Background: an optimization exercise with open tools, aiming at a short achievable clock period and few clock cycles. Do not read the settings as production practice. In this exercise RTL edits were held to simulation tests only and were not proved equivalent to the original. No activity file was given, so power comes from the tool's default toggle rates.

## ARM
module ARM (
    input clk,
    input rst,
    output [31:0] imem_addr,
    input [31:0] imem_data,
    output [17:0] SRAM_ADDR,
    output [15:0] SRAM_DQ_O,
    input [15:0] SRAM_DQ_I,
    output SRAM_WE_N
);
  wire adv;   
  reg  [31:0] pc;
  wire [31:0] pc4 = pc + 32'd4;
  wire        br_taken;
  reg  [31:0] e_target;
  always @(posedge clk)
    if (rst) pc <= 32'd0;
    else if (adv) pc <= br_taken ? e_target : pc4;
  assign imem_addr = pc;
  reg [31:0] d_inst, d_pc4;
  reg        d_valid;
  always @(posedge clk)
    if (rst) d_valid <= 1'b0;
    else if (adv) d_valid <= 1'b1;
  always @(posedge clk)
    if (adv) begin
      d_inst <= imem_data;
      d_pc4  <= pc4;
    end
  wire [3:0] d_cond = d_inst[31:28];
  wire [1:0] d_mode = d_inst[27:26];
  wire d_I = d_inst[25];
  wire [3:0] d_opc = d_inst[24:21];
  wire d_Sb = d_inst[20];
  wire [3:0] d_rn = d_inst[19:16];
  wire [3:0] d_rd = d_inst[15:12];
  wire [11:0] d_sh = d_inst[11:0];
  wire d_dp = d_valid & (d_mode == 2'b00);
  wire d_mem = d_valid & (d_mode == 2'b01) & (d_opc == 4'b0100);
  wire d_ldr = d_mem & d_Sb;
  wire d_str = d_mem & ~d_Sb;
  wire d_b = d_valid & (d_mode == 2'b10) & d_I;
  wire o_mov = d_opc == 4'b1101, o_mvn = d_opc == 4'b1111, o_add = d_opc == 4'b0100,
       o_adc = d_opc == 4'b0101, o_sub = d_opc == 4'b0010, o_sbc = d_opc == 4'b0110,
       o_and = d_opc == 4'b0000, o_orr = d_opc == 4'b1100, o_eor = d_opc == 4'b0001,
       o_cmp = d_opc == 4'b1010;
  wire d_wb = (d_dp & (o_mov | o_mvn | o_add | o_adc | o_sub | o_sbc | o_and | o_orr | o_eor)) | d_ldr;
  wire d_S = d_dp & d_Sb;
  wire a_mov = d_dp & o_mov;
  wire a_mvn = d_dp & o_mvn;
  wire a_add = (d_dp & o_add) | d_mem;
  wire a_adc = d_dp & o_adc;
  wire a_sub = d_dp & (o_sub | o_cmp);
  wire a_sbc = d_dp & o_sbc;
  wire a_orr = d_dp & o_orr;
  wire a_eor = d_dp & o_eor;
  wire a_and = d_dp & ~(o_mov | o_mvn | o_add | o_adc | o_sub | o_cmp | o_sbc | o_orr | o_eor);
  wire [3:0] d_src1 = d_rn;
  wire [3:0] d_src2 = d_str ? d_rd : d_sh[3:0];
  wire d_use1 = d_mem | (d_dp & ~(o_mov | o_mvn));
  wire d_use2 = d_str | (d_dp & ~d_I);
  wire [3:0] rotate_imm = d_sh[11:8];
  wire [7:0] immed_8 = d_sh[7:0];
  reg [31:0] shift_buffer, rot_imm;
  always @* begin
    shift_buffer = {24'd0, immed_8};
  ...
clock: 21.0 ns
lec_check: 0
cap_margin: 70
core_margin: 2
core_utilization: 55
place_density: 0.7
setup_slack_margin: 0.4
slew_margin: 70
run.sh (not shown) runs the stock make flow with config.mk's settings and CLKGATE_MAP_FILE= SYNTH_SCRIPT=/design/flow/synth_recipe.tcl, a recipe that flattens the netlist after the stock synthesis.
The baseline finished with timing, DRC and antenna clean.
Testbench counts at the start, summed over its fixed seeds: cycles 43,177.
Edit:
==> flow/flow/run.sh (new file) <==
#!/bin/bash
# The standard layout, with repair_timing asked to leave a large setup
# margin at the design's own clock period and constraints, so that it sizes
# and buffers the critical paths (the period is measured as period - slack).
set -euo pipefail
bash standard.sh SETUP_SLACK_MARGIN=14.5 finish > standard_flow.log 2>&1
==> flow/standard.sh (new file) <==
#!/bin/bash
# synth_recipe.tcl (not shown) runs the flow's synth.tcl, then flattens the netlist and writes it again
# the make line also repeats each setting of config.mk as NAME=value (left out here)
make -C /OpenROAD-flow-scripts/flow DESIGN_CONFIG=/design/flow/config.mk WORK_HOME=/design/flow/orfs CLKGATE_MAP_FILE= SYNTH_SCRIPT=/design/flow/synth_recipe.tcl "${@:-finish}"
removed: flow/run.sh
=> Wire length grows by 3.0%; setup slack gains 0.36 ns; first-iteration DRC count grows by 0.92%; die area does not change; hold slack loses 0.012 ns; clock power hardly moves.


violet:
Another version of the RTL of ARM (not shown whole).
Size: about 5400 cells after synthesis, roughly 1000 flip-flops, roughly 120 I/O pins.
make LEC_CHECK=0 CAP_MARGIN=70 CORE_MARGIN=2 CORE_UTILIZATION=50 PLACE_DENSITY=0.72 SETUP_SLACK_MARGIN=0.4 SLEW_MARGIN=70 finish   # period 21.0 ns
Stock flow here: none of the scripts above is used.
Testbench counts of violet, summed over its fixed seeds: cycles 43,485.
--- input diff violet..zinc ---
Settings: a change of PLACE_DENSITY from 0.72 to 0.74; a change of CORE_UTILIZATION from 50 to 58.
==> flow/flow/run.sh (new file) <==
#!/bin/bash
# The standard layout, with repair_timing asked to leave a large setup
# margin at the design's own clock period and constraints, so that it sizes
# and buffers the critical paths (the period is measured as period - slack).
set -euo pipefail
bash standard.sh SETUP_SLACK_MARGIN=15.8 finish > standard_flow.log 2>&1
==> flow/standard.sh (new file) <==
#!/bin/bash
# synth_recipe.tcl (not shown) runs the flow's synth.tcl, then flattens the netlist and writes it again
# the make line also repeats each setting of config.mk as NAME=value (left out here)
make -C /OpenROAD-flow-scripts/flow DESIGN_CONFIG=/design/flow/config.mk WORK_HOME=/design/flow/orfs CLKGATE_MAP_FILE= SYNTH_SCRIPT=/design/flow/synth_recipe.tcl "${@:-finish}"
removed: flow/run.sh
==> comparison <==
- Diff violet -> zinc: count of clock-buffer cells in the layout shows an increase of about 3%, area added between synthesis and finish now sits higher, minimum setup slack in the final design saw an increase, global-route wire length before repair has increased, number of gates resized after CTS grew by 408.
- Higher global-route usage among violet and zinc: zinc
- Re mean area per synthesized cell: no difference whatsoever between violet and zinc.
- violet -> zinc: share of synthesized area spent on multiplexers flat
- Utilization, violet and zinc: lower on violet

## port drivers added, routing unchanged
The flow's constraints put no driver on any port. The routed layouts listed below were extracted and timed again, unchanged, in two steps.
Step 1: set_driving_cell puts a clkbuf_16 on clk and a buf_2 on each other input, an assumption about the parent block.
Step 2 adds t to the input delays and takes it off the output delays; t is the mean of the earliest and latest rising clock arrival at the registers after step 1. Input paths then give back, and output paths get back, about the clock's delay inside the block.
a / b / c = ideal / step 1 / step 2; a / b = the first two.
run	t, ns	setup WS [ns]	worst setup path after step 2	latest minus earliest clock arrival (ns)
the first run of note 1	0.773	14.329 / 14.329 / 14.329	register to register	0.046 / 0.046
the second run of note 1	0.778	14.685 / 14.685 / 14.685	register to register	0.049 / 0.049
violet	0.826	14.967 / 14.889 / 14.906	input to register	0.081 / 0.082
zinc	0.793	15.582 / 15.510 / 15.037	input to register	0.054 / 0.054
After both steps setup and hold are still met in every run listed. The setup slack of zinc, which loses most, moves by -0.072 ns with the drivers and by -0.545 ns with both steps.
